Source: an optimization exercise on an open RTL-to-GDS flow (aim: small area, a short achievable clock period and few clock cycles). Production flows keep margins and buffers that such runs may drop.
At most, simulation tests tie the RTL to the original design; equivalence was not proved.
Power and IR drop assume default switching activity.

the baseline:
==> flow/design.v <==
module mag_cmp2 (
    input  wire [30:0] a,
    input  wire [30:0] b,
    output wire [3:0]  p       
);
    assign p = {a[30:15] > b[30:15], a[30:15] < b[30:15],
                a[14:0]  > b[14:0],  a[14:0]  < b[14:0]};
endmodule
module fp_class (
    input  wire [31:0] x,
    output wire [2:0]  c
);
    assign c = {x[31], (x[30:23] == 8'hff) && (x[22:0] != 0), x[30:23] == 8'h00};
endmodule
module fp_gt_s2 (
    input  wire [3:0] p,
    input  wire [2:0] ca,
    input  wire [2:0] cb,
    output wire       a_gt_b,
    output wire       b_gt_a
);
    wire gh = p[3], lh = p[2], gl = p[1], ll = p[0];
    wire mg = gh || (!lh && gl);
    wire ml = lh || (!gh && ll);
    wire sa = ca[2], sb = cb[2];
    wire ok = !ca[1] && !cb[1] && !(ca[0] && cb[0]);
    assign a_gt_b = ok && ((!sa && sb) || (!sa && !sb && mg) || (sa && sb && ml));
    assign b_gt_a = ok && ((sa && !sb) || (!sa && !sb && ml) || (sa && sb && mg));
endmodule
module peak_finder_fp (
    input clk,
    input rst_n,
    output reg [12:0] bram_addr,
    input wire [31:0] bram_data,
    output reg [0:0]  web,
    output wire [6:0] addrb,
    output wire [44:0] dinb,
    input wire [31:0] threshold,
    input wire        start,
    output reg        done
);
    localparam T_NONE = 3'd0, T_BF = 3'd1, T_B1 = 3'd2, T_BM = 3'd3, T_BL = 3'd4,
               T_TS = 3'd5, T_TP = 3'd6, T_FIN = 3'd7;
    localparam S_IDLE = 3'd0, S_BASE = 3'd1, S_RR = 3'd2, S_RRT = 3'd3,
               S_REP = 3'd4, S_FINW = 3'd5;
    localparam D_NB = 2'd0, D_TS = 2'd1, D_LNB = 2'd2, D_BF = 2'd3;
    reg [2:0] st;
    reg [2:0] tA, tB, tC, tD;
    reg [2:0] bc;           
    reg [2:0] cd;           
    reg [1:0] dt;           
    reg [6:0] off;          
    reg [12:0] E;           
    reg [31:0] r1;          
    reg [3:0]  pw, pt;      
    reg [2:0]  cw, cp, ct;  
    reg [12:0] widx;
    reg [5:0]  cnt;         
    reg        cand;
    reg        SF;          
    reg [3:0]  S;           
    reg        lastc;       
    reg        PF, PL;      
    reg [3:0]  PS;
    assign addrb = {1'b0, cnt};
    assign dinb  = {widx, r1};
    wire [3:0] pw_n, pt_n;
    mag_cmp2 m1w (.a(bram_data[30:0]), .b(r1[30:0]),        .p(pw_n));
    mag_cmp2 m1t (.a(bram_data[30:0]), .b(threshold[30:0]), .p(pt_n));
    wire [2:0] cw_n, ct_n;
    fp_class kw (.x(bram_data), .c(cw_n));
    fp_class kt (.x(threshold), .c(ct_n));
    wire f_wr, f_rw, f_wt, f_tw;
    fp_gt_s2 c2w (.p(pw), .ca(cw), .cb(cp), .a_gt_b(f_wr), .b_gt_a(f_rw));
    fp_gt_s2 c2t (.p(pt), .ca(cw), .cb(ct), .a_gt_b(f_wt), .b_gt_a(f_tw));
    wire confirm = (tC == T_TS) || ((tD == T_TP) && f_wr);
    wire term    = confirm && (cnt == 6'd34);
    wire bl_issue = (st == S_BASE) && (bc == 3'd1);
    wire op_ok    = (dt == D_TS) ? !cd[0] :
                    (dt == D_NB || dt == D_LNB) ? !cd[1] : 1'b1;
    wire rr_go    = (st == S_RR) && op_ok;
    wire xfer     = (tD == T_BF);
    wire pg0      = (E == 13'd893);
    wire pg0_n    = bl_issue ? (bram_addr == 13'd956) : pg0;
    wire phantom  = (E == 13'd8154);
    wire [3:0] PS_clr = {1'b0, PS[2] & PS[3], PS[1] & (|PS[3:2]), PS[0] & (|PS[3:1])};
    function [8:0] desc(input f, input [3:0] s, input l, input g0);
        casez ({f, s, l})
            6'b1?????: desc = {D_NB, g0 ? 7'd5 : 7'd6};
            6'b01????: desc = {D_TS, 7'd7};
            6'b001???: desc = {D_TS, 7'd8};
            6'b0001??: desc = {D_TS, 7'd9};
            6'b00001?: desc = {D_TS, 7'd10};
            6'b000001: desc = {D_LNB, 7'd12};
            default:   desc = {D_BF, 7'd113};
        endcase
    endfunction
    reg        PF_n, PL_n;
    reg [3:0]  PS_n;
    reg [1:0]  dt_n;
    reg [6:0]  off_n;
    always @(*) begin
        PF_n = PF; PS_n = PS; PL_n = PL;
        dt_n = dt; off_n = off;
        if (xfer) begin
            PF_n = SF; PS_n = S; PL_n = lastc;
            {dt_n, off_n} = desc(SF, S, lastc, pg0_n);
        end else if (rr_go) begin
            case (dt)
                D_NB: begin
                    PF_n = 1'b0;
                    dt_n = desc(1'b0, PS, PL, 1'b0) >> 7;
                    off_n = pg0 ? 7'd6 : 7'd7;
                end
                D_TS: begin
                    PS_n = PS_clr;
                    {dt_n, off_n} = desc(1'b0, PS_clr, PL, 1'b0);
                end
                D_LNB: begin
                    PL_n = 1'b0;
                    dt_n = D_BF;
                    off_n = 7'd11;
                end
                default: ;
            endcase
        end else if (st == S_REP) begin
            {dt_n, off_n} = desc(1'b0, PS, PL, 1'b0);
        end
    end
    wire [12:0] rel_addr = E + {6'd0, off};
    wire [12:0] inc_addr = bram_addr + 13'd1;
    always @(posedge clk) begin
        r1 <= bram_data;
        pw <= pw_n;
        pt <= pt_n;
        cw <= cw_n;
        cp <= cw;
        ct <= ct_n;
        PF <= PF_n;
        PS <= PS_n;
        PL <= PL_n;
        dt <= dt_n;
        off <= off_n;
        cd <= {1'b0, cd[2:1]};
        if (tA == T_TS || tB == T_TP) widx <= bram_addr;
        if (web) cnt <= cnt + 6'd1;
        case (tD)
            T_BF: begin
                S <= 4'd0;
                cand <= f_wt;
            end
            T_B1: begin
                SF <= cand & f_rw;
                cand <= f_wt & f_wr;
            end
            T_BM: begin
                S <= {S[2:0], cand & f_rw};
                cand <= f_wt & f_wr;
            end
            T_BL: begin
                S <= {S[2:0], cand & f_rw};
                lastc <= f_wt & f_wr;
            end
            default: ;
        endcase
        bram_addr <= (st == S_IDLE) ? 13'd899 : (st == S_BASE) ? inc_addr : rel_addr;
        case (st)
            S_IDLE: begin  
                bc <= 3'd5;
                SF <= 1'b0; S <= 4'd0; lastc <= 1'b0;
                cnt <= 6'd0;
            end
            S_BASE: begin
                bc <= bc - 3'd1;
                if (bc == 3'd1) E <= {inc_addr[12:6] - 7'd1, inc_addr[5:0]};
            end
            S_RR: begin
                if (op_ok) begin
                    case (dt)
                        D_TS: cd <= 3'b011;
                        D_BF: begin
                            if (!phantom) bc <= 3'd4;
                        end
                    endcase
                end
            end
            S_RRT: cd <= 3'b111;
            default: ;
        endcase
        if (!rst_n) begin
            st <= S_IDLE;
            tA <= T_NONE; tB <= T_NONE; tC <= T_NONE; tD <= T_NONE;
            web <= 1'b0;
            done <= 1'b0;
        end else begin
            if (st == S_IDLE) begin
                tB <= T_NONE;
                tC <= T_NONE;
                tD <= T_NONE;
            end else begin
                tB <= tA;
                tC <= tB;
                tD <= tC;
            end
            web <= confirm && (cnt != 6'd34);
            done <= ((st == S_FINW) && (tD == T_FIN)) || term;
            tA <= T_NONE;
            case (st)
                S_IDLE: begin
                    if (start) begin
                        tA <= T_BF;
                        st <= S_BASE;
                    end
                end
                S_BASE: begin
                    tA <= (bc == 3'd1) ? T_BL : (tA == T_BF) ? T_B1 : T_BM;
                    if (bc == 3'd1) st <= S_RR;
                end
                S_RR: begin
                    if (op_ok) begin
                        case (dt)
                            D_NB:  st <= S_RRT;
                            D_TS: tA <= T_TS;
                            D_LNB: st <= S_RRT;
                            default: begin
                                if (phantom) begin
                                    tA <= T_FIN;
                                    st <= S_FINW;
                                end else begin
                                    tA <= T_BF;
                                    st <= S_BASE;
                                end
                            end
                        endcase
                    end
                end
                S_RRT: begin
                    tA <= T_TP;
                    st <= S_REP;
                end
                S_REP: st <= S_RR;
                S_FINW: begin
                    if (tD == T_FIN) st <= S_IDLE;
                end
                default: st <= S_IDLE;
            endcase
            if (term) begin
                st <= S_IDLE;
                tA <= T_NONE;
            end
        end
    end
endmodule
==> flow/config.mk <==
export PLATFORM = sky130hd
export DESIGN_NAME = peak_finder_fp
export DESIGN_NICKNAME = peak_finder_fp
export VERILOG_FILES = /design/flow/design.v
export SDC_FILE = /design/flow/constraint.sdc
export NUM_CORES = 4
export LEC_CHECK = 0
export CAP_MARGIN = 20
export CORE_MARGIN = 2
export CORE_UTILIZATION = 40
export CTS_BUF_LIST = sky130_fd_sc_hd__clkbuf_8
export SETUP_SLACK_MARGIN = 2.85
export SLEW_MARGIN = 20
==> flow/constraint.sdc <==
create_clock -name core_clock -period 5.0 [get_ports {clk}]
set_input_delay 1.0000 -clock core_clock [delete_from_list [all_inputs] [get_ports {clk}]]
set_output_delay 1.0000 -clock core_clock [all_outputs]
set_load 0.01 [all_outputs]
standard.sh (not shown) runs the stock make flow with config.mk's settings and CLKGATE_MAP_FILE= SYNTH_SCRIPT=/design/flow/synth_recipe.tcl, a recipe that flattens the netlist after the stock synthesis.
==> flow/flow/run.sh <==
#!/bin/bash
# The standard layout (the standard.sh, standard synthesis unchanged), with
# the port buffers that placement inserts made of sky130_fd_sc_hd__buf_1
# instead of the resizer's default pick. Every port still gets its buffer.
set -euo pipefail
bash standard.sh "BUFFER_PORTS_ARGS=-buffer_cell sky130_fd_sc_hd__buf_1" finish > standard.log 2>&1
The baseline: PASS, flow complete, no timing, DRC or antenna violations
Testbench counts of the baseline, summed over its fixed seeds: cycles 20,406.
Input-level comparison between the candidate and the baseline:
--- a/flow/design.v
+++ b/flow/design.v
@@ -52,9 +52,9 @@
     reg [6:0] off;          
     reg [12:0] E;           
     reg [31:0] r1;          
     reg [3:0]  pw, pt;      
-    reg [2:0]  cw, cp, ct;  
+    reg [2:0]  cp;          
     reg [12:0] widx;
     reg [5:0]  cnt;         
     reg        cand;
     reg        SF;          
@@ -66,11 +66,11 @@
     assign dinb  = {widx, r1};
     wire [3:0] pw_n, pt_n;
     mag_cmp2 m1w (.a(bram_data[30:0]), .b(r1[30:0]),        .p(pw_n));
     mag_cmp2 m1t (.a(bram_data[30:0]), .b(threshold[30:0]), .p(pt_n));
-    wire [2:0] cw_n, ct_n;
-    fp_class kw (.x(bram_data), .c(cw_n));
-    fp_class kt (.x(threshold), .c(ct_n));
+    wire [2:0] cw, ct;
+    fp_class kw (.x(r1), .c(cw));
+    fp_class kt (.x(threshold), .c(ct));
     wire f_wr, f_rw, f_wt, f_tw;
     fp_gt_s2 c2w (.p(pw), .ca(cw), .cb(cp), .a_gt_b(f_wr), .b_gt_a(f_rw));
     fp_gt_s2 c2t (.p(pt), .ca(cw), .cb(ct), .a_gt_b(f_wt), .b_gt_a(f_tw));
     wire confirm = (tC == T_TS) || ((tD == T_TP) && f_wr);
@@ -132,11 +132,9 @@
     always @(posedge clk) begin
         r1 <= bram_data;
         pw <= pw_n;
         pt <= pt_n;
-        cw <= cw_n;
         cp <= cw;
-        ct <= ct_n;
         PF <= PF_n;
         PS <= PS_n;
         PL <= PL_n;
         dt <= dt_n;
Results
The candidate against the baseline: worst-case setup margin in the final layout shows a reduction of 29 ps; xor-xnor portion of the synthesized cell area now sits at about the same level; switching power share of the total decreased by 3.1 points relative to the old numbers.
The number of clock buffer instances in the layout number comes out higher for the candidate vs the baseline.
Side by side, detail-routed net length per standard cell turned out higher in the candidate than in the baseline.
Compared the candidate vs the baseline, and sequential cell count of the final layout is down in the candidate.
The run showing the smaller fraction of the mapped netlist area in compound gates is the baseline.
The baseline → the candidate: via count of the first global-routing pass moved down; post-synthesis cell count lost 4; clock edge transition at the registers on the reported setup and hold paths saw little to no change; time the worst path needs with I/O delays and setup picked up an extra 29 ps.
Testbench counts of the candidate, summed over its fixed seeds: cycles 20,406.


// peak_finder_fp: RTL as listed in full above, without the edits since
==> flow/config.mk <==
export PLATFORM = sky130hd
export DESIGN_NAME = peak_finder_fp
export DESIGN_NICKNAME = peak_finder_fp
export VERILOG_FILES = /design/flow/design.v
export SDC_FILE = /design/flow/constraint.sdc
export NUM_CORES = 4
export LEC_CHECK = 0
export CAP_MARGIN = 0
export CORE_MARGIN = 2
export CORE_UTILIZATION = 40
export CTS_BUF_LIST = sky130_fd_sc_hd__clkbuf_8
export SETUP_SLACK_MARGIN = 2.9
export SLEW_MARGIN = 0
==> flow/constraint.sdc <==
create_clock -name core_clock -period 5.0 [get_ports {clk}]
set_input_delay 1.0000 -clock core_clock [delete_from_list [all_inputs] [get_ports {clk}]]
set_output_delay 1.0000 -clock core_clock [all_outputs]
set_load 0.01 [all_outputs]
Scripts as last shown in full above: flow/flow/run.sh
Testbench counts at the start, summed over its fixed seeds: cycles 20,406.
Rerun with:
--- a/flow/design.v
+++ b/flow/design.v
@@ -96,4 +96,8 @@
         endcase
     endfunction
+    wire       d_f = xfer && SF;
+    wire [3:0] d_s = xfer ? S : (rr_go && dt == D_TS) ? PS_clr : PS;
+    wire       d_l = xfer ? lastc : PL;
+    wire [8:0] d   = desc(d_f, d_s, d_l, pg0_n);
     reg        PF_n, PL_n;
     reg [3:0]  PS_n;
@@ -105,15 +109,15 @@
         if (xfer) begin
             PF_n = SF; PS_n = S; PL_n = lastc;
-            {dt_n, off_n} = desc(SF, S, lastc, pg0_n);
+            {dt_n, off_n} = d;
         end else if (rr_go) begin
             case (dt)
                 D_NB: begin
                     PF_n = 1'b0;
-                    dt_n = desc(1'b0, PS, PL, 1'b0) >> 7;
+                    dt_n = d[8:7];
                     off_n = pg0 ? 7'd6 : 7'd7;
                 end
                 D_TS: begin
                     PS_n = PS_clr;
-                    {dt_n, off_n} = desc(1'b0, PS_clr, PL, 1'b0);
+                    {dt_n, off_n} = d;
                 end
                 D_LNB: begin
@@ -125,5 +129,5 @@
             endcase
         end else if (st == S_REP) begin
-            {dt_n, off_n} = desc(1'b0, PS, PL, 1'b0);
+            {dt_n, off_n} = d;
         end
     end
The changed run finished with timing, DRC and antenna clean.
Power is higher by a few percent.
First-iteration DRC count is higher by a little under a tenth.
Design area is higher by a few percent.
Clock-buffer cell count is unchanged.
Setup slack is worse by 0.27 ns.
Sequential cell count does not change.
The RTL of the second run of this note was laid out without a check of its function.


lane 1:
// peak_finder_fp: RTL as listed in full above, without the edits since
clock: 5.0 ns
lec_check: 0
cap_margin: 20
core_margin: 2
core_utilization: 40
cts_buf_list: sky130_fd_sc_hd__clkbuf_8
setup_slack_margin: 2.9
slew_margin: 20
Scripts as last shown in full above: flow/flow/run.sh
Lane 1: no failed stages, no open violations at the end
Testbench counts of lane 1, summed over its fixed seeds: cycles 20,406.
diff inputs: lane 1 => lane 2
--- a/flow/design.v
+++ b/flow/design.v
@@ -52,9 +52,9 @@
     reg [6:0] off;          
     reg [12:0] E;           
     reg [31:0] r1;          
     reg [3:0]  pw, pt;      
-    reg [2:0]  cw, cp, ct;  
+    reg [2:0]  cp;          
     reg [12:0] widx;
     reg [5:0]  cnt;         
     reg        cand;
     reg        SF;          
@@ -66,11 +66,11 @@
     assign dinb  = {widx, r1};
     wire [3:0] pw_n, pt_n;
     mag_cmp2 m1w (.a(bram_data[30:0]), .b(r1[30:0]),        .p(pw_n));
     mag_cmp2 m1t (.a(bram_data[30:0]), .b(threshold[30:0]), .p(pt_n));
-    wire [2:0] cw_n, ct_n;
-    fp_class kw (.x(bram_data), .c(cw_n));
-    fp_class kt (.x(threshold), .c(ct_n));
+    wire [2:0] cw, ct;
+    fp_class kw (.x(r1), .c(cw));
+    fp_class kt (.x(threshold), .c(ct));
     wire f_wr, f_rw, f_wt, f_tw;
     fp_gt_s2 c2w (.p(pw), .ca(cw), .cb(cp), .a_gt_b(f_wr), .b_gt_a(f_rw));
     fp_gt_s2 c2t (.p(pt), .ca(cw), .cb(ct), .a_gt_b(f_wt), .b_gt_a(f_tw));
     wire confirm = (tC == T_TS) || ((tD == T_TP) && f_wr);
@@ -132,11 +132,9 @@
     always @(posedge clk) begin
         r1 <= bram_data;
         pw <= pw_n;
         pt <= pt_n;
-        cw <= cw_n;
         cp <= cw;
-        ct <= ct_n;
         PF <= PF_n;
         PS <= PS_n;
         PL <= PL_n;
         dt <= dt_n;
### Flow results
- Lane 2 — core utilization 2.3 points higher, lane 1 as reference
- Lane 2 vs. lane 1: post-layout worst setup margin went down by 39 ps.
- [lane 2 vs lane 1] share of the clock period used by the worst path after layout: higher in lane 2
- Between lane 1 and lane 2, the initial standard-cell utilization of the core does not differ in any meaningful way.
- Final wirelength on lane 2 is up relative to lane 1.
- Per the comparison of lane 2 with lane 1, count of cell types in the netlist held; placed instance count held; fraction of the yosys area taken by sequential cells went down 1.3 points; power per standard cell area went down 14%.
- Lane 2 vs lane 1: sequential share of cell area down
- For post-synthesis share of cell area spent on xor and xnor gates, lane 2 and lane 1 come out practically identical.
Testbench counts of lane 2, summed over its fixed seeds: cycles 20,406.

afterwards: timing with drivers on the ports:
How much do the figures lean on ideal ports? The routed layouts below were timed once more, with nothing changed but the port constraints. Step 1 assumes that a clkbuf_16 drives the clock port and a buf_2 every other input. Step 2 adds t to the input delays and takes it off the output delays; t is the mean of the earliest and latest rising clock arrival at the registers after step 1. Input paths then give back, and output paths get back, about the clock's delay inside the block. Three values: ideal ports, drivers, drivers and shift; two values: the first two.
run | t, ns | slack for setup (ns) | hold WS [ns] | worst setup path at the end
the baseline | 0.495 | 2.918 / 2.894 / 2.462 | 0.377 / 0.377 / 0.377 | input to register
the candidate | 0.473 | 2.889 / 2.880 / 2.426 | 0.414 / 0.414 / 0.414 | input to register
the first run of note 2 | 0.497 | 2.971 / 2.930 / 2.509 | 0.384 / 0.384 / 0.384 | input to register
the second run of note 2 | 0.488 | 2.706 / 2.706 / 2.461 | 0.376 / 0.376 / 0.376 | input to register
lane 1 | 0.490 | 2.956 / 2.914 / 2.510 | 0.384 / 0.384 / 0.384 | input to register
lane 2 | 0.479 | 2.916 / 2.913 / 2.452 | 0.417 / 0.417 / 0.417 | input to register
After both steps every run listed still meets setup and hold. The setup slack of lane 2, which loses most, moves by -0.003 ns with the drivers and by -0.464 ns with both steps.
